Context: an optimization exercise on an open-source flow, tuned for small area. The choices shown serve that exercise and are no tape-out recipe. Function was checked by simulation only, so behaviour that the tests miss may differ from the original. No activity file was given, so power comes from the tool's default toggle rates.

<file path="flow/design.v">
module rst_synch(RST_n, clk, rst_n);
input RST_n, clk;
output reg rst_n;
reg metastab;
always_ff @(negedge clk, negedge RST_n) begin
	if (!RST_n)
		metastab <= 1'b0;
	else
		metastab <= 1'b1;
end
always_ff @(negedge clk, negedge RST_n) begin
	if (!RST_n)
		rst_n <= 1'b0;
	else
		rst_n <= metastab;
end
endmodule
module rca #(parameter W = 8) (input [W-1:0] a, input [W-1:0] b, input ci,
                               output [W-1:0] s, output co);
    wire [W:0] c;
    assign c[0] = ci;
    genvar i;
    generate
        for (i = 0; i < W; i = i + 1) begin : g
            wire p = a[i] ^ b[i];
            assign s[i] = p ^ c[i];
            assign c[i+1] = (a[i] & b[i]) | (p & c[i]);
        end
    endgenerate
    assign co = c[W];
endmodule
module inc #(parameter W = 8) (input [W-1:0] a, input ci, output [W-1:0] s, output co);
    wire [W:0] c;
    assign c[0] = ci;
    genvar i;
    generate
        for (i = 0; i < W; i = i + 1) begin : g
            assign s[i] = a[i] ^ c[i];
            assign c[i+1] = a[i] & c[i];
        end
    endgenerate
    assign co = c[W];
endmodule
module ltc #(parameter W = 8) (input [W-1:0] a, input [W-1:0] b, input ci, output lt);
    wire [W:0] c;
    assign c[0] = ci;
    genvar i;
    generate
        for (i = 0; i < W; i = i + 1) begin : g
            assign c[i+1] = (~a[i] & b[i]) | (~a[i] & c[i]) | (b[i] & c[i]);
        end
    endgenerate
    assign lt = c[W];
endmodule
module SPI_mstr16 #(parameter RW = 8) (
    input  clk, rst_n,
    input  wrt,
    input  MISO,
    output SCLK,
    output SS_n,
    output done,
    output busy,
    output fin,                 
    output reg rx0,             
    output reg [RW-1:0] rd,     
    output [3:0] mosi_idx       
);
    reg [4:0] sclk_div;
    reg [3:0] q;
    reg bsy;
    assign SCLK = sclk_div[4];
    assign busy = bsy;
    assign done = ~bsy;
    wire smpl = bsy && (sclk_div == 5'd15);
    wire shft = bsy && (sclk_div == 5'd31);
    assign fin = bsy && (q == 4'd15) && (sclk_div == 5'd17);
    wire porch = (q == 4'd15) && sclk_div[4] && (sclk_div[3] || (&sclk_div[2:0]));
    assign SS_n = ~bsy | fin;
    wire [4:0] sclk_inc;
    wire [3:0] q_inc;
    inc #(5) u_s(.a(sclk_div), .ci(1'b1), .s(sclk_inc), .co());
    inc #(4) u_q(.a(q), .ci(1'b1), .s(q_inc), .co());
    always_ff @(posedge clk, negedge rst_n)
        if (!rst_n)
            sclk_div <= 5'd0;
        else if (wrt)
            sclk_div <= 5'b10111;
        else
            sclk_div <= sclk_inc;
    always_ff @(posedge clk, negedge rst_n)
        if (!rst_n)
            bsy <= 1'b0;
        else if (wrt)
            bsy <= 1'b1;
        else if (fin)
            bsy <= 1'b0;
    always_ff @(posedge clk)
        if (wrt)
            q <= 4'd15;
        else if (shft)
            q <= q_inc;
    always_ff @(posedge clk, negedge rst_n)
        if (!rst_n)
            rx0 <= 1'b0;
        else if (smpl && q == 4'd0)
            rx0 <= MISO;
    always_ff @(posedge clk)
        if (smpl)
            rd <= {rd[RW-2:0], MISO};
    assign mosi_idx = porch ? 4'd15 : ~q;
endmodule
module UART_rcv(clk, rst_n, RX, is_g, is_s);
    input clk, rst_n;
    input RX;
    output is_g, is_s;
    reg RX_meta, RX_stab;
    reg active;
    reg [3:0] rx_counter;
    reg [11:0] baud_counter;      
    reg mg, ms;
    always_ff @(posedge clk, negedge rst_n)
        if (!rst_n) begin
            RX_meta <= 1'b0;
            RX_stab <= 1'b0;
        end else begin
            RX_meta <= RX;
            RX_stab <= RX_meta;
        end
    localparam [11:0] LFSR_1302 = 12'h72d, LFSR_2604 = 12'h7ee;
    wire [11:0] baud_inc = {baud_counter[10:0],
                            ~(baud_counter[11] ^ baud_counter[10] ^ baud_counter[9] ^ baud_counter[3])};
    wire [3:0] rx_inc;
    inc #(4) u_r(.a(rx_counter), .ci(1'b1), .s(rx_inc), .co());
    wire start = ~active & ~RX_stab;
    wire shift = active & (baud_counter == LFSR_2604);
    wire fin   = active & ~shift & (rx_counter == 4'd10);
    always_ff @(posedge clk, negedge rst_n)
        if (!rst_n)
            active <= 1'b0;
        else if (start)
            active <= 1'b1;
        else if (fin)
            active <= 1'b0;
    always_ff @(posedge clk)
        if (start)
            baud_counter <= LFSR_1302;
        else if (shift)
            baud_counter <= 12'h000;
        else
            baud_counter <= baud_inc;
    always_ff @(posedge clk)
        if (start)
            rx_counter <= 4'h0;
        else if (shift)
            rx_counter <= rx_inc;
    reg pg, ps;
    always_comb begin
        pg = 1'b1; ps = 1'b1;
        case (rx_counter)
            4'd1: begin pg = 1'b1; ps = 1'b1; end
            4'd2: begin pg = 1'b1; ps = 1'b1; end
            4'd3: begin pg = 1'b1; ps = 1'b0; end
            4'd4: begin pg = 1'b0; ps = 1'b0; end
            4'd5: begin pg = 1'b0; ps = 1'b1; end
            4'd6: begin pg = 1'b1; ps = 1'b1; end
            4'd7: begin pg = 1'b1; ps = 1'b1; end
            4'd8: begin pg = 1'b0; ps = 1'b0; end
            default: begin pg = RX_stab; ps = RX_stab; end    
        endcase
    end
    always_ff @(posedge clk, negedge rst_n)
        if (!rst_n) begin
            mg <= 1'b0;
            ms <= 1'b0;
        end else if (start) begin
            mg <= 1'b1;
            ms <= 1'b1;
        end else if (shift) begin
            mg <= mg & (RX_stab == pg);
            ms <= ms & (RX_stab == ps);
        end
    assign is_g = ~active & mg;
    assign is_s = ~active & ms;
endmodule
module Auth_blk(clk, rst_n, RX, rider_off, pwr_up);
    input clk, rst_n;
    input RX, rider_off;
    output reg pwr_up;
    localparam [1:0] OFF = 2'd0, PWR1 = 2'd1, PWR2 = 2'd2;
    reg [1:0] state, next_state;
    wire g, s;
    UART_rcv rcv(.clk(clk), .rst_n(rst_n), .RX(RX), .is_g(g), .is_s(s));
    always_ff @(posedge clk, negedge rst_n)
        if (!rst_n)
            state <= OFF;
        else
            state <= next_state;
    always_comb begin
        next_state = PWR1;
        pwr_up = 1'b0;
        case (state)
            OFF:
                if (g) pwr_up = 1'b1;
                else next_state = OFF;
            PWR1:
                if (s) begin
                    if (rider_off) next_state = OFF;
                    else begin next_state = PWR2; pwr_up = 1'b1; end
                end else
                    pwr_up = 1'b1;
            PWR2:
                if (rider_off) next_state = OFF;
                else if (g) pwr_up = 1'b1;
                else begin next_state = PWR2; pwr_up = 1'b1; end
            default: ;
        endcase
    end
endmodule
module inertial_integrator(clk, rst_n, upd, ld_lo, ld_hi, ld_fus, rd, AZ, ptch);
    input clk, rst_n;
    input upd, ld_lo, ld_hi, ld_fus;
    input [7:0] rd;
    input [15:0] AZ;
    output [15:0] ptch;
    reg [26:0] ptch_int;
    reg fus, b0, cr;
    reg [5:0] hi6;
    wire lt;
    integ_fus u_f(.ptch(ptch_int[26:11]), .AZ(AZ), .lt(lt));
    wire [7:0] lo8;
    wire c8, b0_n;
    integ_lo u_l(.p(ptch_int[7:0]), .rl(rd), .s(lo8), .c8(c8), .b0(b0_n));
    wire [1:0] mid2;
    wire c10;
    wire [5:0] hi6_n;
    integ_mid u_m(.p(ptch_int[9:8]), .rh(rd), .b0(b0), .c8(cr), .s(mid2), .c10(c10), .hi6(hi6_n));
    wire [16:0] top;
    integ_top u_t(.p(ptch_int[26:10]), .hi6(hi6), .c10(cr), .fus(fus), .s(top));
    always_ff @(posedge clk) begin
        if (ld_fus) fus <= lt;
        if (ld_lo) b0 <= b0_n;
        if (ld_lo) cr <= c8;
        else if (ld_hi) cr <= c10;
        if (ld_hi) hi6 <= hi6_n;
    end
    always_ff @(posedge clk, negedge rst_n)
        if (!rst_n)
            ptch_int <= 27'd0;
        else begin
            if (ld_lo) ptch_int[7:0] <= lo8;
            if (ld_hi) ptch_int[9:8] <= mid2;
            if (upd) ptch_int[26:10] <= top;
        end
    assign ptch = ptch_int[26:11];
endmodule
module integ_lo(input [7:0] p, input [7:0] rl, output [7:0] s, output c8, output b0);
    wire [7:0] r;
    wire co;
    rca #(8) u_r(.a(rl), .b(8'h3e), .ci(1'b0), .s(r), .co(co));
    assign b0 = ~co;
    rca #(8) u_s(.a(p), .b(~r), .ci(1'b1), .s(s), .co(c8));
endmodule
module integ_mid(input [1:0] p, input [7:0] rh, input b0, input c8,
                 output [1:0] s, output c10, output [5:0] hi6);
    wire [7:0] r;
    rca #(8) u_r(.a(rh), .b(8'hfc), .ci(~b0), .s(r), .co());
    rca #(2) u_s(.a(p), .b(~r[1:0]), .ci(c8), .s(s), .co(c10));
    assign hi6 = ~r[7:2];
endmodule
module integ_top(input [16:0] p, input [5:0] hi6, input c10, input fus, output [16:0] s);
    wire [6:0] t7;
    rca #(7) u_t(.a({hi6[5], hi6}), .b({7{~fus}}), .ci(fus), .s(t7), .co());
    rca #(17) u_s(.a(p), .b({{10{t7[6]}}, t7}), .ci(c10), .s(s), .co());
endmodule
module integ_fus(input [15:0] ptch, input [15:0] AZ, output lt);
    wire [8:0] azc_hi;
    wire [15:0] X;
    rca #(9) u_az3(.a(AZ[15:7]), .b(9'd3), .ci(1'b0), .s(azc_hi), .co());
    assign X = {azc_hi, AZ[6:0]};
    wire [18:0] Xe = {{3{X[15]}}, X};
    wire [18:0] X5, X7;
    rca #(19) u_x5b(.a({Xe[16:0], 2'b00}), .b(Xe), .ci(1'b0), .s(X5), .co());
    rca #(19) u_x7(.a({Xe[15:0], 3'b000}), .b(~Xe), .ci(1'b1), .s(X7), .co());
    wire [25:0] prod;
    rca #(26) u_pr(.a({X5[18], X5, 6'b0}), .b({{7{X7[18]}}, X7}), .ci(1'b0), .s(prod), .co());
    wire [15:0] acc = {{3{prod[25]}}, prod[25:13]};
    ltc #(16) u_cmp(.a({~ptch[15], ptch[14:0]}), .b({~acc[15], acc[14:0]}), .ci(1'b0), .lt(lt));
endmodule
module inert_intf(clk, rst_n, tmr_full, vld, vld_d, ptch, SS_n, SCLK, MOSI, MISO, INT);
    input clk, rst_n;
    input tmr_full;           
    output vld;               
    output reg vld_d;         
    output [15:0] ptch;       
    output SS_n, SCLK, MOSI;
    input MISO;
    input INT;
    localparam [3:0] INIT1 = 4'd0, INIT2 = 4'd1, INIT3 = 4'd2, INIT4 = 4'd3,
                     CHECK = 4'd4, READ1 = 4'd5, READ2 = 4'd8, READ3 = 4'd9,
                     READ4 = 4'd10, VALID = 4'd11;
    reg [3:0] state, nxt_state;
    wire done, busy, rx0;
    wire [7:0] rd;
    wire [3:0] idx;
    reg wrt;
    SPI_mstr16 #(.RW(8)) mstr(.clk(clk), .rst_n(rst_n), .wrt(wrt), .MISO(MISO),
                    .SCLK(SCLK), .SS_n(SS_n), .done(done), .busy(busy), .fin(),
                    .rx0(rx0), .rd(rd), .mosi_idx(idx));
    reg [15:0] cmd;
    always_comb
        case (state)
            INIT2:   cmd = 16'h0D02;
            INIT3:   cmd = 16'h1053;
            INIT4:   cmd = 16'h1150;
            READ2:   cmd = 16'hA200;
            READ3:   cmd = 16'hA300;
            READ4:   cmd = 16'hAC00;
            VALID:   cmd = 16'hAD00;
            default: cmd = 16'h1460;    
        endcase
    assign MOSI = busy ? cmd[idx] : rx0;
    reg INT_meta, INT_stab;
    always_ff @(posedge clk, negedge rst_n)
        if (!rst_n) begin
            INT_meta <= 1'b0;
            INT_stab <= 1'b0;
        end else begin
            INT_meta <= INT;
            INT_stab <= INT_meta;
        end
    always_ff @(posedge clk, negedge rst_n)
        if (!rst_n)
            vld_d <= 1'b0;
        else
            vld_d <= vld;
    always_ff @(posedge clk, negedge rst_n)
        if (!rst_n)
            state <= INIT1;
        else
            state <= nxt_state;
    always_comb begin
        nxt_state = state;
        wrt = 1'b0;
        case (state)
            INIT1: if (tmr_full) begin wrt = 1'b1; nxt_state = INIT2; end
            INIT2: if (done) begin wrt = 1'b1; nxt_state = INIT3; end
            INIT3: if (done) begin wrt = 1'b1; nxt_state = INIT4; end
            INIT4: if (done) begin wrt = 1'b1; nxt_state = CHECK; end
            CHECK: if (INT_stab) nxt_state = READ1;
            READ1: if (done) begin wrt = 1'b1; nxt_state = READ2; end
            READ2: if (done) begin wrt = 1'b1; nxt_state = READ3; end
            READ3: if (done) begin wrt = 1'b1; nxt_state = READ4; end
            READ4: if (done) begin wrt = 1'b1; nxt_state = VALID; end
            VALID: if (done) nxt_state = CHECK;
            default: nxt_state = INIT1;
        endcase
    end
    assign vld = (state == VALID) && done;
    reg [7:0] AZ_h;
    always_ff @(posedge clk, negedge rst_n)
        if (!rst_n)
            AZ_h <= 8'h00;
        else if (vld_d)
            AZ_h <= rd;
    inertial_integrator integ(.clk(clk), .rst_n(rst_n), .upd(vld_d),
                              .ld_lo(state == READ2 && done), .ld_hi(state == READ3 && done),
                              .ld_fus(state == READ4 && done),
                              .rd(rd), .AZ({AZ_h, rd}), .ptch(ptch));
endmodule
module balance_cntrl(clk, rst_n, vld, ptch, ld_cell_diff, lft_spd, lft_rev,
                     rght_spd, rght_rev, rider_off, en_steer, pwr_up, too_fast);
    input clk, rst_n;
    input vld;                         
    input [15:0] ptch;                 
    input [8:0] ld_cell_diff;          
    input rider_off;
    input en_steer;
    input pwr_up;
    output [10:0] lft_spd, rght_spd;
    output lft_rev, rght_rev;
    output too_fast;
    reg [17:0] ptch_I_term;
    reg [9:0] ptch_err_tmp, prev_ptch_err;
    reg clr_d;
    reg [15:0] lft_torque, rght_torque;
    wire [9:0] e;
    wire [17:0] integral;
    wire ov;
    wire [15:0] pid;
    pid_comb u_p(.ptch(ptch), .ptch_I_term(ptch_I_term), .prev_ptch_err(prev_ptch_err),
                 .e(e), .integral(integral), .ov(ov), .pid(pid));
    wire [15:0] lt_n, rt_n;
    trq_comb u_t(.pid(pid), .steer(en_steer), .diff(ld_cell_diff), .lft(lt_n), .rght(rt_n));
    always_ff @(posedge clk) begin
        lft_torque <= lt_n;
        rght_torque <= rt_n;
    end
    wire [10:0] lspd, rspd;
    shape sl(.t(lft_torque), .spd(lspd), .rev(lft_rev));
    shape sr(.t(rght_torque), .spd(rspd), .rev(rght_rev));
    assign lft_spd = lspd & {11{pwr_up}};
    assign rght_spd = rspd & {11{pwr_up}};
    assign too_fast = pwr_up & ((lspd > 11'd1536) | (rspd > 11'd1536));
    always_ff @(posedge clk, negedge rst_n)
        if (!rst_n)
            clr_d <= 1'b1;
        else
            clr_d <= ~pwr_up | rider_off;
    always_ff @(posedge clk)
        if (clr_d)
            ptch_I_term <= 18'h00000;
        else if (vld & ~ov)
            ptch_I_term <= integral;
    always_ff @(posedge clk, negedge rst_n)
        if (!rst_n) begin
            ptch_err_tmp <= 10'h000;
            prev_ptch_err <= 10'h000;
        end else if (vld) begin
            ptch_err_tmp <= e;
            prev_ptch_err <= ptch_err_tmp;
        end
endmodule
module pid_comb(input [15:0] ptch, input [17:0] ptch_I_term, input [9:0] prev_ptch_err,
                output [9:0] e, output [17:0] integral, output ov, output [15:0] pid);
    assign e = ptch[15] ? (&ptch[14:9] ? ptch[9:0] : 10'h200)
                        : (|ptch[14:9] ? 10'h1ff : {1'b0, ptch[8:0]});
    rca #(18) u_i(.a({{8{e[9]}}, e}), .b(ptch_I_term), .ci(1'b0), .s(integral), .co());
    assign ov = (e[9] & ptch_I_term[17] & ~integral[17]) |
                (~e[9] & ~ptch_I_term[17] & integral[17]);
    wire [9:0] dd;
    rca #(10) u_d(.a(e), .b(~prev_ptch_err), .ci(1'b1), .s(dd), .co());
    wire [6:0] ds = dd[9] ? (&dd[8:6] ? dd[6:0] : 7'h40)
                          : (|dd[8:6] ? 7'h3f : {1'b0, dd[5:0]});
    wire [12:0] ee = {{3{e[9]}}, e};
    wire [12:0] e7;
    rca #(13) u_e7(.a({ee[9:0], 3'b000}), .b(~ee), .ci(1'b1), .s(e7), .co());
    wire [9:0] dse = {{3{ds[6]}}, ds};
    wire [9:0] d5;
    rca #(10) u_d5(.a({dse[7:0], 2'b00}), .b(dse), .ci(1'b0), .s(d5), .co());
    wire [13:0] pd;
    rca #(14) u_pd(.a({e7[12], e7}), .b({{3{d5[9]}}, d5, 1'b0}), .ci(1'b0), .s(pd), .co());
    rca #(16) u_pid(.a({pd[13], pd, 1'b0}), .b(ptch_I_term[17:2]), .ci(1'b0), .s(pid), .co());
endmodule
module trq_comb(input [15:0] pid, input steer, input [8:0] diff,
                output [15:0] lft, output [15:0] rght);
    wire [15:0] s = steer ? {{7{diff[8]}}, diff} : 16'h0000;
    rca #(16) u_l(.a(pid), .b(~s), .ci(1'b1), .s(lft), .co());
    rca #(16) u_r(.a(pid), .b(s), .ci(1'b0), .s(rght), .co());
endmodule
module shape(input [15:0] t, output [10:0] spd, output rev);
    wire neg = t[15];
    wire [15:0] x = t ^ {16{neg}};            
    wire lowt = ~|x[15:7] & ((x[6:0] < 7'd69) | ((x[6:0] == 7'd69) & ~neg));
    wire hit  = |x[15:11] | (x[10:0] > 11'd1067) | ((x[10:0] == 11'd1067) & neg);
    wire [10:0] A = lowt ? {x[6:0], {4{neg}}} : x[10:0];
    wire [10:0] B = lowt ? ~{4'b0000, x[6:0]} : 11'd980;
    wire [10:0] m;
    rca #(11) u_m(.a(A), .b(B), .ci(lowt | neg), .s(m), .co());
    assign spd = hit ? 11'h7ff : m;
    assign rev = neg ? (t >= 16'd33748) : (t >= 16'd31788);
endmodule
module steer_en(clk, rst_n, lft_e, rght_e, en_steer, rider_off, ld_cell_diff);
    input clk, rst_n;
    input [11:0] lft_e, rght_e;
    output reg en_steer;
    output reg rider_off;
    output reg [8:0] ld_cell_diff;   
    localparam [1:0] IDLE = 2'd0, WAIT = 2'd1, STEER_EN = 2'd2;
    reg [1:0] state, nxt_state;
    reg [15:0] timer_cnt;         
    reg clr_tmr;
    wire gt8_n, gt16_n, sgt_n, slt_n;
    wire [8:0] diff_n;
    steer_comb u_c(.lft_ld(lft_e), .rght_ld(rght_e), .ld_cell_diff(diff_n),
                   .diff_gt_eigth(gt8_n), .diff_gt_15_16(gt16_n),
                   .sum_gt_min(sgt_n), .sum_lt_min(slt_n));
    reg diff_gt_eigth, diff_gt_15_16, sum_gt_min, sum_lt_min;
    always_ff @(posedge clk, negedge rst_n)
        if (!rst_n) begin
            diff_gt_eigth <= 1'b0;    
            diff_gt_15_16 <= 1'b0;
            sum_gt_min <= 1'b0;
            sum_lt_min <= 1'b1;
        end else begin
            diff_gt_eigth <= gt8_n;
            diff_gt_15_16 <= gt16_n;
            sum_gt_min <= sgt_n;
            sum_lt_min <= slt_n;
        end
    always_ff @(posedge clk)
        ld_cell_diff <= diff_n;
    wire tmr_full = (timer_cnt == 16'hd577);
    wire [15:0] tmr_inc = {timer_cnt[14:0],
                           ~(timer_cnt[15] ^ timer_cnt[14] ^ timer_cnt[12] ^ timer_cnt[3])};
    always_ff @(posedge clk)
        timer_cnt <= clr_tmr ? 16'd0 : tmr_inc;
    always_ff @(posedge clk, negedge rst_n)
        if (!rst_n)
            state <= IDLE;
        else
            state <= nxt_state;
    always_comb begin
        en_steer = 1'b0;
        clr_tmr = 1'b0;
        rider_off = 1'b0;
        nxt_state = IDLE;
        case (state)
            IDLE:
                if (sum_gt_min) begin
                    nxt_state = WAIT;
                    clr_tmr = 1'b1;
                end else
                    rider_off = 1'b1;
            WAIT:
                if (!sum_gt_min)
                    rider_off = 1'b1;
                else if (diff_gt_eigth) begin
                    nxt_state = WAIT;
                    clr_tmr = 1'b1;
                end else if (tmr_full) begin
                    nxt_state = STEER_EN;
                    en_steer = 1'b1;
                end else
                    nxt_state = WAIT;
            STEER_EN:
                if (sum_lt_min)
                    rider_off = 1'b1;
                else if (diff_gt_15_16) begin
                    nxt_state = WAIT;
                    clr_tmr = 1'b1;
                end else begin
                    en_steer = 1'b1;
                    nxt_state = STEER_EN;
                end
            default: ;
        endcase
    end
endmodule
module steer_comb(input [11:0] lft_ld, input [11:0] rght_ld, output [8:0] ld_cell_diff,
                  output diff_gt_eigth, output diff_gt_15_16, output sum_gt_min, output sum_lt_min);
    wire [12:0] ld_sum;
    rca #(12) u_s(.a(lft_ld), .b(rght_ld), .ci(1'b0), .s(ld_sum[11:0]), .co(ld_sum[12]));
    wire [11:0] d;
    wire ge;                                    
    rca #(12) u_d(.a(lft_ld), .b(~rght_ld), .ci(1'b1), .s(d), .co(ge));
    assign ld_cell_diff = d[11:3];
    wire neg = ~ge;
    wire [11:0] x = d ^ {12{neg}};
    wire gt8;
    ltc #(12) u_c8(.a({2'b00, ld_sum[12:3]}), .b(x), .ci(neg), .lt(gt8));
    assign diff_gt_eigth = gt8;
    wire [11:0] mn = neg ? lft_ld : rght_ld;
    wire le16;
    ltc #(9) u_c16(.a({mn[7:0], 1'b1}), .b(ld_sum[12:4]), .ci(1'b1), .lt(le16));
    assign diff_gt_15_16 = ~|mn[11:8] & le16;
    assign sum_gt_min = ld_sum > 13'h220;
    assign sum_lt_min = ld_sum < 13'h1e0;
endmodule
module PWM11(clk, rst_n, cnt, duty, PWM_sig);
    input clk, rst_n;
    input [10:0] cnt;
    input [10:0] duty;
    output reg PWM_sig;
    wire R;    
    wire lt;
    ltc #(11) u_c(.a(cnt), .b(duty), .ci(1'b0), .lt(lt));
    assign R = ~lt;
    always_ff @(posedge clk, negedge rst_n)
        if (!rst_n)
            PWM_sig <= 1'b0;
        else if (R)
            PWM_sig <= 1'b0;
        else if (cnt == 11'd0)
            PWM_sig <= 1'b1;
endmodule
module mtr_drv(clk, rst_n, lft_spd, lft_rev, PWM_rev_lft, PWM_frwrd_lft, rght_spd, rght_rev, PWM_rev_rght, PWM_frwrd_rght);
    input clk, rst_n;
    input [10:0] lft_spd, rght_spd;
    input lft_rev, rght_rev;
    output PWM_rev_lft, PWM_frwrd_lft;
    output PWM_rev_rght, PWM_frwrd_rght;
    reg [10:0] cnt;
    wire lft_sig, rght_sig;
    wire [10:0] cnt_inc;
    inc #(11) u_i(.a(cnt), .ci(1'b1), .s(cnt_inc), .co());
    always_ff @(posedge clk, negedge rst_n)
        if (!rst_n)
            cnt <= 11'd0;
        else
            cnt <= cnt_inc;
    PWM11 lft(.clk(clk), .rst_n(rst_n), .cnt(cnt), .duty(lft_spd), .PWM_sig(lft_sig));
    PWM11 rght(.clk(clk), .rst_n(rst_n), .cnt(cnt), .duty(rght_spd), .PWM_sig(rght_sig));
    assign PWM_rev_lft = lft_rev & lft_sig;
    assign PWM_frwrd_lft = ~lft_rev & lft_sig;
    assign PWM_rev_rght = rght_rev & rght_sig;
    assign PWM_frwrd_rght = ~rght_rev & rght_sig;
endmodule
module A2D_intf(clk, rst_n, nxt, lft_e, rght_e, batt_low, SS_n, SCLK, MOSI, MISO);
    input clk, rst_n;
    input nxt;
    output reg [11:0] lft_e, rght_e;
    output reg batt_low;
    input MISO;
    output MOSI, SCLK, SS_n;
    localparam [1:0] IDLE = 2'd0, WRITE = 2'd2, UPDATE = 2'd3, READ = 2'd1;
    reg [1:0] state, nxt_state;
    reg [1:0] count;
    reg wrt, update;
    wire done, busy, fin, rx0;
    wire [11:0] rd;
    wire [3:0] idx;
    SPI_mstr16 #(.RW(12)) master(.clk(clk), .rst_n(rst_n), .wrt(wrt), .MISO(MISO),
                    .SCLK(SCLK), .SS_n(SS_n), .done(done), .busy(busy), .fin(fin),
                    .rx0(rx0), .rd(rd), .mosi_idx(idx));
    assign MOSI = busy ? ((idx == 4'd13) & (count != 2'd0)) | ((idx == 4'd11) & (count == 2'd2))
                       : rx0;
    always_ff @(posedge clk, negedge rst_n)
        if (!rst_n)
            count <= 2'b00;
        else if (update)
            count <= (count == 2'b10) ? 2'b00 : count + 2'd1;
    always_ff @(posedge clk, negedge rst_n)
        if (!rst_n)
            lft_e <= 12'h000;
        else if (state == READ && fin && count == 2'd0)
            lft_e <= rd;
    always_ff @(posedge clk, negedge rst_n)
        if (!rst_n)
            rght_e <= 12'h000;
        else if (state == READ && fin && count == 2'd1)
            rght_e <= rd;
    always_ff @(posedge clk, negedge rst_n)
        if (!rst_n)
            batt_low <= 1'b1;
        else if (update && count[1])
            batt_low <= (rd <= 12'h800);
    always_ff @(posedge clk, negedge rst_n)
        if (!rst_n)
            state <= IDLE;
        else
            state <= nxt_state;
    always_comb begin
        update = 1'b0;
        wrt = 1'b0;
        nxt_state = state;
        case (state)
            IDLE:   if (nxt) begin wrt = 1'b1; nxt_state = WRITE; end
            WRITE:  if (done) nxt_state = UPDATE;
            UPDATE: begin wrt = 1'b1; nxt_state = READ; end
            READ:   if (done) begin update = 1'b1; nxt_state = IDLE; end
        endcase
    end
endmodule
module piezo(clk, rst_n, norm_mode, ovr_spd, batt_low, sound, sound_n, tmr_full);
    input clk, rst_n;
    input norm_mode, ovr_spd, batt_low;
    output reg sound;
    output sound_n;
    output tmr_full;
    reg [12:0] lo;                   
    reg [13:0] hi;                   
    assign sound_n = ~sound;
    wire lo_top = (lo == 13'h1000);
    wire wrap = (hi == 14'h2faf) && (lo == 13'h0ca3);      
    assign tmr_full = lo_top & (&hi[2:0]);                   
    wire lo_fb = lo[12] ^ lo[3] ^ lo[2] ^ lo[0] ^ ~|lo[11:0];
    wire [13:0] hi_inc;
    inc #(14) u_i(.a(hi), .ci(lo_top), .s(hi_inc), .co());
    always_ff @(posedge clk, negedge rst_n)
        if (!rst_n) begin
            lo <= 13'd0;
            hi <= 14'd0;
        end else if (wrap) begin
            lo <= 13'd0;
            hi <= 14'd0;
        end else begin
            lo <= {lo[11:0], lo_fb};
            hi <= hi_inc;
        end
    wire [26:13] count = hi;
    wire S_norm = norm_mode & (count[26:22] == 5'b00001) & !count[16];
    wire R_norm = !norm_mode | (count[26:22] != 5'b00001) | count[16];
    wire S_ovr  = ovr_spd & !count[13] & count[19];
    wire R_ovr  = !ovr_spd | count[13];
    wire batt_win = (count[26:25] == 2'b00) & (count[23:22] == 2'b01);
    wire S_batt = batt_low & !count[15] & batt_win;
    wire R_batt = !batt_low | count[15];
    wire S = (S_norm & !ovr_spd & !batt_low) | (S_ovr & !(batt_win & batt_low)) | S_batt;
    wire R = R_norm & R_ovr & R_batt;
    always_ff @(posedge clk, negedge rst_n)
        if (!rst_n)
            sound <= 1'b0;
        else if (R)
            sound <= 1'b0;
        else if (S)
            sound <= 1'b1;
endmodule
module Segway(clk,RST_n,LED,INERT_SS_n,INERT_MOSI,
              INERT_SCLK,INERT_MISO,A2D_SS_n,A2D_MOSI,A2D_SCLK,
              A2D_MISO,PWM_rev_rght,PWM_frwrd_rght,PWM_rev_lft,
              PWM_frwrd_lft,piezo_n,piezo,INT,RX);
    input clk,RST_n;
    input INERT_MISO;
    input A2D_MISO;
    input INT;
    input RX;
    output [7:0] LED;
    output A2D_SS_n, INERT_SS_n;
    output A2D_MOSI, INERT_MOSI;
    output A2D_SCLK, INERT_SCLK;
    output PWM_rev_rght, PWM_frwrd_rght;
    output PWM_rev_lft, PWM_frwrd_lft;
    output piezo_n,piezo;
    wire rst_n;
    wire pwr_up;
    wire [11:0] lft_e, rght_e;            
    wire batt_low;
    wire [15:0] ptch;
    wire vld, vld_d;                       
    wire tmr_full;
    wire en_steer, rider_off;
    wire [8:0] ld_cell_diff;
    wire [10:0] lft_spd, rght_spd;
    wire lft_rev, rght_rev;
    wire too_fast;
    assign LED = 8'h00;
    Auth_blk iAUTH(.clk(clk), .rst_n(rst_n), .RX(RX), .rider_off(rider_off), .pwr_up(pwr_up));
    inert_intf iININT(.clk(clk), .rst_n(rst_n), .tmr_full(tmr_full), .INT(INT),
                      .vld(vld), .vld_d(vld_d), .ptch(ptch),
                      .SS_n(INERT_SS_n), .SCLK(INERT_SCLK), .MOSI(INERT_MOSI), .MISO(INERT_MISO));
    balance_cntrl iBAL(.clk(clk), .rst_n(rst_n), .vld(vld_d), .ptch(ptch), .rider_off(rider_off),
                       .en_steer(en_steer), .pwr_up(pwr_up), .ld_cell_diff(ld_cell_diff),
                       .too_fast(too_fast), .lft_spd(lft_spd), .lft_rev(lft_rev),
                       .rght_spd(rght_spd), .rght_rev(rght_rev));
    steer_en iSTEER(.clk(clk), .rst_n(rst_n), .lft_e(lft_e), .rght_e(rght_e),
                    .en_steer(en_steer), .rider_off(rider_off), .ld_cell_diff(ld_cell_diff));
    mtr_drv iMTR(.clk(clk), .rst_n(rst_n), .lft_spd(lft_spd), .lft_rev(lft_rev),
                 .rght_spd(rght_spd), .rght_rev(rght_rev),
                 .PWM_rev_lft(PWM_rev_lft), .PWM_frwrd_lft(PWM_frwrd_lft),
                 .PWM_rev_rght(PWM_rev_rght), .PWM_frwrd_rght(PWM_frwrd_rght));
    A2D_intf iA2DINT(.clk(clk), .rst_n(rst_n), .nxt(vld),
                     .lft_e(lft_e), .rght_e(rght_e), .batt_low(batt_low),
                     .SS_n(A2D_SS_n), .SCLK(A2D_SCLK), .MOSI(A2D_MOSI), .MISO(A2D_MISO));
    piezo iSPKR(.clk(clk), .rst_n(rst_n), .norm_mode(pwr_up), .ovr_spd(too_fast), .batt_low(batt_low),
                .sound(piezo), .sound_n(piezo_n), .tmr_full(tmr_full));
    rst_synch iRST(.clk(clk), .RST_n(RST_n), .rst_n(rst_n));
endmodule
</file>
<file path="flow/run.sh">
#!/bin/bash
# synth_recipe.tcl (not shown) runs the flow's synth.tcl, then flattens the netlist and writes it again
# the make line also repeats each setting of config.mk as NAME=value (left out here)
make -C /OpenROAD-flow-scripts/flow DESIGN_CONFIG=/design/flow/config.mk WORK_HOME=/design/flow/orfs CLKGATE_MAP_FILE= SYNTH_SCRIPT=/design/flow/synth_recipe.tcl finish
</file>
<file path="flow/config.mk">
export PLATFORM = sky130hd
export DESIGN_NAME = Segway
export DESIGN_NICKNAME = Segway
export VERILOG_FILES = /design/flow/design.v
export SDC_FILE = /design/flow/constraint.sdc
export NUM_CORES = 4
export LEC_CHECK = 0
export CAP_MARGIN = 20
export CORE_MARGIN = 2
export CORE_UTILIZATION = 82
export CTS_BUF_LIST = sky130_fd_sc_hd__clkbuf_8
export CTS_CLUSTER_DIAMETER = 60
export CTS_CLUSTER_SIZE = 16
export SLEW_MARGIN = 20
</file>
<file path="flow/constraint.sdc">
create_clock -name core_clock -period 12.0 [get_ports {clk}]
set_input_delay 2.4000 -clock core_clock [delete_from_list [all_inputs] [get_ports {clk}]]
set_output_delay 2.4000 -clock core_clock [all_outputs]
set_load 0.01 [all_outputs]
</file>
==> results.py, run 1 <==
metrics = {
    "status": {
        "status": "finished clean",
    },
    "synth": {
        "synth_seq_cells": 289,
        "synth_flop_cell": "dfrtp_1",
        "synth_cell_types": 82,
        "async_reset_ff_share_pct": 56.1,
        "avgSynthCellArea_um2": 10.6,
        "synth_edf_count": 29,
        "ys_warn_count": 13,
        "ys_seq_area_share_pct": 36.5,
        "syn-instance-count": 1782,
        "synth_largest_area_cell": "dfrtp_1",
        "ys_top_cells_by_area": "dfrtp_1, fa_1, dfxtp_1, ha_1, inv_1",
        "synth.most_common_cell": "inv_1",
        "synth_common_cells": "inv_1, fa_1, dfrtp_1",
        "synth_top_area_share_pct": 20.8,
        "synth_area_mm2": 0.0189,
    },
    "drt": {
        "via_per_inst": 6.08,
        "drt_drc_violations_left": 0,
        "via_count": 12700,
        "finalWirelength_mm": 38.2,
        "routedWlPerCell_um": 18.3,
        "ant_nets": 0,
        "drt_iter0_drc": 1039,
        "firstDrtPassIters": 6,
    },
    "global_route": {
        "grt_pass1_vias": 13500,
        "grt_pass1_wl_mm": 63.3,
        "grt_overflow": 0,
        "antenna_found_initial": 0,
        "track_usage_pct": 32.7,
        "grt_max_degree": 161,
    },
    "sta": {
        "hold_ws_ns": 0.301,
        "maxSlewHeadroom_pct": 29.9,
        "worst_slew_pin_slew_ns": 1.05,
        "worst_clock_skew_ns": 0.0449,
        "setup_viol": 0,
        "fmax_ghz": 0.0852,
        "fin_crit_ns": 11.74,
        "finalHoldViolCount": 0,
        "finalCritPeriodShare_pct": 97.8,
        "slew_viol_final": 0,
    },
    "cts": {
        "cts_num_sinks": 289,
        "clockBufferDepth": 3,
        "tritoncts": "done",
        "htreeDepth": 1,
        "numCtsBuffers": 25,
        "clk_pin_slew_ns": 0.10,
        "ctsRootBufferMaster": "clkbuf_8",
        "holdBufCountCts": 0,
        "clock_latency_ns": 0.60,
    },
    "hold_path": {
        "hp-class": "register to register",
        "holdPathEnd": "iRST.rst_n$_DFF_NN0_",
        "hold_depth": 0,
        "holdCritStartpoint": "iRST.metastab$_DFF_NN0_",
    },
    "finish": {
        "diodes": 0,
        "final_nets": 2096,
        "drive_gt1_share_pct": 6.80,
        "syn2layout_area_growth_pct": 5.24,
    },
    "power_and_ir_drop": {
        "powerDensity_mw_per_mm2": 84.7,
        "p_leak_nw": 9.28,
        "ir_worst_vdd_uv": 114,
        "power_mw": 1.68,
    },
    "floorplan": {
        "dieArea_mm2": 0.0243,
        "pin_count": 26,
        "coreArea_mm2": 0.0226,
        "initial_utilization_pct": 83.4,
        "die_h_um": 156,
        "die_x_um": 156,
        "fp-row-count": 55,
    },
    "worst_setup_path": {
        "worstRegToRegCells": 34,
        "cp-end-kind": "register",
        "critical_path_required_ns": 12.45,
        "crit_top_cell": "fa_1",
        "crit_family": "adder cells",
        "cp_slowest_stage_delay_ns": 0.60,
        "r2r_slack_ns": 0.26,
        "crit_path_start_kind": "register",
        "cp.arrival_ns": 12.19,
        "path_buf_inv": 2,
        "crit_type": "register to register",
        "slowest_stage": "fa_1",
        "crit_fanout": 4,
        "reg2reg_to": "iBAL.rght_torque[15]$_DFF_P_",
        "cp-startpoint": "iININT.integ.ptch_int[20]$_DFFE_PN0P_",
        "regToRegStartpoint": "iININT.integ.ptch_int[20]$_DFFE_PN0P_",
    },
    "run": {
        "drv_cap": 0,
    },
    "place": {
        "io_buffers": 17,
        "place_congestion": 0.912,
        "hpwl_mm": 28.5,
    },
}
-- power by group --
part	internal [mW]	switching (mW)
Combinational	0.0364	0.0445
Sequential	1.00	0.0169
Clock	0.233	0.347
Total	1.27	0.409
-- metrics by stage --
stage / setup slack (ns) / setup TNS, ns / utilization [%] / instances / area [µm²]
floorplan: 0.153 / 0 / - / 1789 / 18900
global placement: 0.261 / 0 / 85.1 / 2041 / 19300
detailed placement: -0.0124 / -0.0124 / 85.1 / 2041 / 19300
CTS: 0.0449 / 0 / 87.3 / 2087 / 19800
global route: -0.0688 / -0.184 / 87.7 / 2093 / 19900
finish: 0.262 / 0 / 87.7 / 2093 / 19900
-- worst max-delay path by stage --
stage / endpoint / slack, ns / cells past startpoint
5_1_grt: iBAL.rght_torque[14]$_DFF_P_ / -0.07 / 34
2_1_floorplan: iBAL.rght_torque[15]$_DFF_P_ / 0.15 / 33
3_5_place_dp: iBAL.rght_torque[15]$_DFF_P_ / -0.01 / 34
4_1_cts: iBAL.rght_torque[15]$_DFF_P_ / 0.04 / 34
3_3_place_gp: iBAL.rght_torque[15]$_DFF_P_ / 0.26 / 32
6_report: iBAL.rght_torque[15]$_DFF_P_ / 0.26 / 34
-- logic make-up after synthesis --
group	synth area share [%]
multiplexers	4.88
XOR/XNOR	3.39
AO/OA/AOI/OAI	8.76
flip-flops	36.5
adder cells (fa/ha/maj)	28.4
buffers and inverters	6.93
other	0.0398
AND/OR/NAND/NOR	11.1
-- placed cells by master, fill, tap and decap left out, drive strengths merged, types with 8 or more instances in the layout --
cell type      count
nand2b            14
dfrtp            157
mux2              48
nor3              16
dfxtp             98
conb               9
edfxtp            29
mux2i             38
and3              13
a21oi             99
xor2              21
o211ai             8
nand3             20
o21ai             58
nor2b             28
buf               21
xnor2             52
fa               192
nand4             15
a211oi             9
inv              281
ha               109
nand2            120
nor2             102
or3                8
clkbuf            26
nor4              13
clkdlybuf4s50     17
and2              32
maj3              15
o21a              11
o22ai             10
-- area by class of cell --
class	count	area [µm²]
well taps	285	357
clock buffers	26	358
repair buffers	38	340
clock inverters	20	141
multi-input cells	1167	10800
flip-flops and latches	289	6890
inverters	268	1010
fillers	1091	2770
-- flip-flops by register name (all words and copies together), names as in the netlist, 11 cells and up --
signal                  count
iININT.integ.ptch_int      27
iBAL.ptch_I_term           18
iBAL.lft_torque            16
iSTEER.timer_cnt           16
iBAL.rght_torque           15
iSPKR.hi                   14
iSPKR.lo                   13
iA2DINT.lft_e              12
iA2DINT.master.rd          12
iA2DINT.rght_e             12
iAUTH.rcv.baud_counter     12
iMTR.cnt                   11
-- worst reg2reg max path, delay by kind of cell (launching register included) --
kind	cells	cell delay (ns)
buffers and inverters	2	0.16
AOI/OAI and AO/OA	4	0.73
DFF	1	0.42
adders and majority gates	24	9.63
and+or+nand+nor	1	0.14
xor gates and xnor gates	3	0.55
-- metal layers --
layer	routed length [µm]	global-route usage [%]	up-vias
li1	-	-	5857
met1	14800	39.3	6364
met2	20300	59.7	359
met3	1290	3.44	135
met4	1850	14.9	0
met5	0	0	-
-- what timing repair did --
| action | CTS | global route |
|---|---|---|
| gates resized for setup | 2 | 12 |
| endpoints found under the setup margin | 3 | 5 |
| setup buffers | 0 | 6 |
| pin swaps | 0 | 4 |
==> run 2, diff against run 1 <==
--- a/flow/config.mk
+++ b/flow/config.mk
@@ -8,5 +8,5 @@
 export CAP_MARGIN = 20
 export CORE_MARGIN = 2
-export CORE_UTILIZATION = 82
+export CORE_UTILIZATION = 78
 export CTS_BUF_LIST = sky130_fd_sc_hd__clkbuf_8
 export CTS_CLUSTER_DIAMETER = 60
==> run 2 against run 1 <==
Routed wire length decreased by 2.6%. Die area increased by 5.0%. Critical path depth unchanged. Setup slack got worse by 0.043 ns. Clock power increased by 15%. Non-clock buffer count increased by 2. Clock-buffer cell count increased by 6. Via count decreased by 0.90%.
==> results.py, run 2 <==
metrics = {
    "finish": {
        "largest_reg_flops": 27,
        "layout.cells.non_filler": 2133,
        "syn2layout_area_growth_pct": 6.28,
        "final_nets": 2100,
        "regArea_mm2": 0.00689,
        "multi_input_area_mm2": 0.0108,
        "largest_register": "iININT.integ.ptch_int",
        "fill_cells": 1272,
        "mostFrequentLayoutCells": "inv_1, fa_1, dfrtp_1",
        "layout_commonest_cell": "inv_1",
        "diodes": 0,
        "drive_gt1_share_pct": 7.50,
        "largestRegisters": "iININT.integ.ptch_int: 27 flops, iBAL.ptch_I_term: 18 flops",
    },
    "synth": {
        "synth_area_mm2": 0.0189,
        "synth_cell_types": 82,
        "synth_seq_cells": 289,
        "syn-instance-count": 1782,
        "synth.most_common_cell": "inv_1",
        "avgSynthCellArea_um2": 10.6,
        "async_reset_ff_share_pct": 56.1,
        "ys_top_cells_by_area": "dfrtp_1, fa_1, dfxtp_1, ha_1, inv_1",
        "ys_warn_count": 13,
        "synth_edf_count": 29,
        "synth_top_area_share_pct": 20.8,
        "synth_common_cells": "inv_1, fa_1, dfrtp_1",
        "synth_flop_cell": "dfrtp_1",
        "ys_seq_area_share_pct": 36.5,
        "synth_largest_area_cell": "dfrtp_1",
    },
    "drt": {
        "drt_iter0_drc": 848,
        "via_count": 12600,
        "via_per_inst": 5.91,
        "ant_nets": 0,
        "finalWirelength_mm": 37.2,
        "routedWlPerCell_um": 17.5,
        "firstDrtPassIters": 5,
        "drt_drc_violations_left": 0,
    },
    "place": {
        "place_inst": 2075,
        "hpwl_mm": 27.5,
        "io_buffers": 17,
        "place_congestion": 0.877,
    },
    "worst_setup_path": {
        "crit_path_start_kind": "register",
        "critical_path_required_ns": 12.48,
        "cp-end-kind": "register",
        "cp_slowest_stage_delay_ns": 0.52,
        "slowest_stage": "fa_1",
        "crit_fanout": 4,
        "cp.arrival_ns": 12.26,
        "crit_top_cell": "fa_1",
        "crit_type": "register to register",
    },
    "cts": {
        "clock_latency_ns": 0.60,
        "ctsRootBufferMaster": "clkbuf_8",
        "clk_pin_slew_ns": 0.10,
        "htreeDepth": 1,
        "holdBufCountCts": 0,
        "clockBufferDepth": 3,
        "tritoncts": "done",
        "cts_num_sinks": 289,
        "numCtsBuffers": 27,
    },
    "sta": {
        "maxSlewHeadroom_pct": 41.5,
        "setup_viol": 0,
        "finalCritPeriodShare_pct": 98.2,
        "fmax_ghz": 0.0849,
        "slew_viol_final": 0,
        "finalHoldViolCount": 0,
        "fin_crit_ns": 11.78,
        "worst_clock_skew_ns": 0.0512,
        "worst_slew_pin_slew_ns": 0.878,
    },
    "power_and_ir_drop": {
        "internal-power_mw": 1.34,
        "power.switching_mw": 0.429,
        "p_leak_nw": 9.33,
        "powerDensity_mw_per_mm2": 88.3,
        "power_frac_clock_pct": 37.8,
        "power_mw": 1.77,
        "seq_power_share_pct": 57.7,
        "ir_worst_vdd_uv": 113,
        "swShare_pct": 24.2,
        "pwr-share-comb_pct": 4.5,
    },
    "global_route": {
        "antenna_found_initial": 0,
        "grt_max_degree": 161,
        "track_usage_pct": 29.9,
        "grt_overflow": 0,
        "grt_pass1_wl_mm": 62.3,
        "grt_pass1_vias": 13200,
    },
    "run": {
        "drv_cap": 0,
    },
    "floorplan": {
        "die_h_um": 160,
        "pin_count": 26,
        "dieArea_mm2": 0.0255,
        "coreArea_mm2": 0.0236,
        "initial_utilization_pct": 79.9,
        "fp-row-count": 56,
        "die_x_um": 160,
    },
    "status": {
        "status": "finished clean",
    },
    "hold_path": {
        "hp-class": "register to register",
    },
}
## run 2: path summary, 6_finish.rpt
kind | slack [ns] | to | depth (start not counted) | startpoint
max in group asynchronous | 3.96 | iRST.metastab$_DFF_NN0_ | 1 | RST_n
min reg2reg | 0.30 | iRST.rst_n$_DFF_NN0_ | 0 | iRST.metastab$_DFF_NN0_
max reg2reg | 0.22 | iBAL.lft_torque[15]$_DFF_P_ | 34 | iININT.integ.ptch_int[25]$_DFFE_PN0P_
min | 0.30 | iRST.rst_n$_DFF_NN0_ | 0 | iRST.metastab$_DFF_NN0_
min in group asynchronous | 6.42 | iA2DINT.master.sclk_div[0]$_DFF_PN0_ | 1 | iRST.rst_n$_DFF_NN0_
max | 0.22 | iBAL.lft_torque[15]$_DFF_P_ | 34 | iININT.integ.ptch_int[25]$_DFFE_PN0P_
## run 2: power groups by stage
stage	combinational, mW	sequential [mW]	clock (mW)
floorplan	0.0565	1.04	0
global placement	0.0777	1.04	0
detailed placement	0.0803	1.04	0
CTS	0.0810	1.02	0.680
global route	0.0896	1.02	0.716
finish	0.0802	1.02	0.668
## run 2: critical path, delay by kind of cell, from the launching register on
kind / cells / cell delay (ns)
AO/OA/AOI/OAI: 4 / 0.76
XOR/XNOR: 3 / 0.57
adder cells (fa/ha/maj): 24 / 9.51
buffers and inverters: 2 / 0.26
flip-flops: 1 / 0.42
AND/OR/NAND/NOR: 1 / 0.15
## run 2: stage by stage
step                      setup WS, ns  hold WS (ns)  instance area (µm²)  util, %  TNS [ns]
after CTS                     0.000534         0.301                19900     84.4         0
after global placement           0.272         0.294                19300     81.7         0
final                            0.218         0.300                20100     85.0         0
after global routing            -0.163         0.311                20100     85.0    -0.457
after floorplan                  0.153         0.292                18900        -         0
after detailed placement        0.0223         0.301                19300     81.7         0
## run 2: cell type report
class,instances,area share [%]
Multi-Input combinational cell,1167,53.7
Sequential cell,289,34.3
Inverter,268,5.01
Clock buffer,32,2.20
Tap cell,319,1.99
Timing Repair Buffer,40,1.81
Clock inverter,18,0.954
## run 2: layer usage
layer  vias up  routed length [µm]  track usage [%]
met5         -                   0                0
met4         0                1710             12.4
met3       114                1450             3.75
met2       376               19500             53.5
met1      6236               14600             36.9
li1       5874                   -                -
## run 2: cells by family (layout without fill, tap and decap cells)
logic type / Yosys count / count (layout) / synth area share (%)
AND/OR/NAND/NOR: 419 / 419 / 11.1
multiplexers: 86 / 86 / 4.88
XOR/XNOR: 73 / 73 / 3.39
adder cells (fa/ha/maj): 316 / 316 / 28.4
AO/OA/AOI/OAI: 264 / 264 / 8.76
other: 2 / 9 / 0.0398
buffers and inverters: 333 / 358 / 6.93
flip-flops: 289 / 289 / 36.5
## run 2: what timing repair did
action	in CTS	in global routing
resized for setup	2	15
endpoints found under the setup margin	2	4
buffers inserted	0	5
hold endpoints to repair	0	0
pin swaps	0	7
